From an optimization exercise on the open Yosys and OpenROAD flow, aimed at small area; shortcuts taken in it are not production practice.
Only simulation tests tie the RTL to the original design; equivalence was not proved.

==> flow/design.v <==
module mtx_arb #(
    parameter int N = 32
) (
    input wire clk,
    input wire rstn,
    input wire upd,
    input  wire [N-1:0] req,
    output wire [N-1:0] gnt
);
    localparam int W  = 5;    
    localparam int S  = 8;    
    localparam int G  = 4;    
    reg  [W-1:0] rank [N];
    reg  [S-1:0] bhd  [N];    
    wire [N-1:0] gw;          
    wire [G-1:0] gany;        
    wire [W-1:0] wr [G];      
    wire [G-1:0] gwin;        
    wire [W-1:0] gr;          
    wire [N-1:0] mv;
    genvar k, b, g, h;
    generate
        for (k = 0; k < N; ++k) begin : gen_gw
            localparam int KG = k / S;
            localparam int KS = k % S;
            wire [S-1:0] ahd;
            for (b = 0; b < S; ++b) begin : gen_a
                if (b > KS) begin : g_hi
                    assign ahd[b] = bhd[k][b];
                end else if (b < KS) begin : g_lo
                    assign ahd[b] = ~bhd[KG*S+b][KS];
                end else begin : g_dg
                    assign ahd[b] = 1'b0;
                end
            end
            assign gw[k] = req[k] & ~(|(req[KG*S +: S] & ahd));
        end
        for (g = 0; g < G; ++g) begin : gen_grp
            assign gany[g] = |req[g*S +: S];
            for (b = 0; b < W; ++b) begin : gen_wr
                wire [S-1:0] t;
                for (k = 0; k < S; ++k) begin : gen_t
                    assign t[k] = gw[g*S+k] & rank[g*S+k][b];
                end
                assign wr[g][b] = |t;
            end
        end
        for (g = 0; g < G; ++g) begin : gen_win
            wire [G-1:0] beats;
            for (h = 0; h < G; ++h) begin : gen_h
                if (h == g) begin : g_same
                    assign beats[h] = gany[g];
                end else begin : g_other
                    wire [W:0] cy;
                    assign cy[0] = 1'b0;
                    for (b = 0; b < W; ++b) begin : gen_cmp
                        assign cy[b+1] = (wr[h][b] & ~wr[g][b]) | (wr[h][b] & cy[b]) | (~wr[g][b] & cy[b]);
                    end
                    assign beats[h] = ~gany[h] | cy[W];
                end
            end
            assign gwin[g] = &beats;
        end
        for (b = 0; b < W; ++b) begin : gen_gr
            wire [G-1:0] t;
            for (g = 0; g < G; ++g) begin : gen_t
                assign t[g] = gwin[g] & wr[g][b];
            end
            assign gr[b] = |t;
        end
        for (k = 0; k < N; ++k) begin : gen_gnt
            assign gnt[k] = gw[k] & gwin[k/S];
            assign mv[k]  = upd & gnt[k];
        end
    endgenerate
    wire step = upd & (|req);
    generate
        for (k = 0; k < N; ++k) begin : gen_rank
            wire [W:0] cy;
            assign cy[0] = 1'b0;
            for (b = 0; b < W; ++b) begin : gen_cmp
                assign cy[b+1] = (rank[k][b] & ~gr[b]) | (rank[k][b] & cy[b]) | (~gr[b] & cy[b]);
            end
            wire dec = step & cy[W];
            wire [W:0] bw;
            wire [W-1:0] nxt;
            assign bw[0] = dec;
            for (b = 0; b < W; ++b) begin : gen_b
                assign bw[b+1] = bw[b] & ~rank[k][b];
                assign nxt[b] = mv[k] | (rank[k][b] ^ bw[b]);
            end
            always @(posedge clk or negedge rstn) begin
                if (~rstn) rank[k] <= W'(k);
                else rank[k] <= nxt;
            end
            for (b = k % S + 1; b < S; ++b) begin : gen_m
                always @(posedge clk or negedge rstn) begin
                    if (~rstn) bhd[k][b] <= 1'b0;
                    else bhd[k][b] <= mv[k] | (bhd[k][b] & ~mv[(k/S)*S+b]);
                end
            end
        end
    endgenerate
endmodule
clock: 6.0 ns
lec_check: 0
cap_margin: 20
core_margin: 2
core_utilization: 35
cts_buf_list: sky130_fd_sc_hd__clkbuf_8 sky130_fd_sc_hd__clkbuf_16
gpl_timing_driven: 0
slew_margin: 20
run.sh (not shown) runs the stock make flow with config.mk's settings and CLKGATE_MAP_FILE= SYNTH_SCRIPT=/design/flow/synth_recipe.tcl, a recipe that flattens the netlist after the stock synthesis.
Then changed:
CTS_BUF_LIST = default   (was sky130_fd_sc_hd__clkbuf_8 sky130_fd_sc_hd__clkbuf_16)
GPL_TIMING_DRIVEN = default   (was 0)
Die area stays the same.
Design area went up by a little under a tenth.
Worst setup slack gets better by 0.070 ns.
First-iteration DRC count went down by about a fifth.
Critical path depth went up by 4.
Sequential share of layout area went down by 2.3 points.
Flip-flop and latch count does not change.

-- afterwards: timing with drivers on the ports --
In the flow no input, the clock included, has a driving cell. The finished layouts below were timed again as built, in two steps. Step 1 sets driving cells, clkbuf_16 on the clock port and buf_2 on the other inputs (assumed; they add their load-dependent delay and slew). Step 2 times the ports against the registers' clock, not the clock port: input delays grow and output delays shrink by t, the midpoint of the rising clock arrivals with the driver on. a / b / c = no drivers / after step 1 / after step 2; a / b = the first two.
| run | shift t [ns] | setup slack, ns | hold slack, ns | clock arrival spread, ns |
|---|---|---|---|---|
| the first run | 0.597 | 0.091 / 0.072 / -0.430 | 0.498 / 0.498 / 0.498 | 0.021 / 0.021 |
| the second run | 0.635 | 0.160 / 0.136 / -0.384 | 0.494 / 0.494 / 0.494 | 0.023 / 0.024 |
With both steps, setup timing fails in the first run and the second run, where it was met with ideal ports. The setup slack of the second run, which loses most, moves by -0.024 ns with the drivers and by -0.544 ns with both steps.
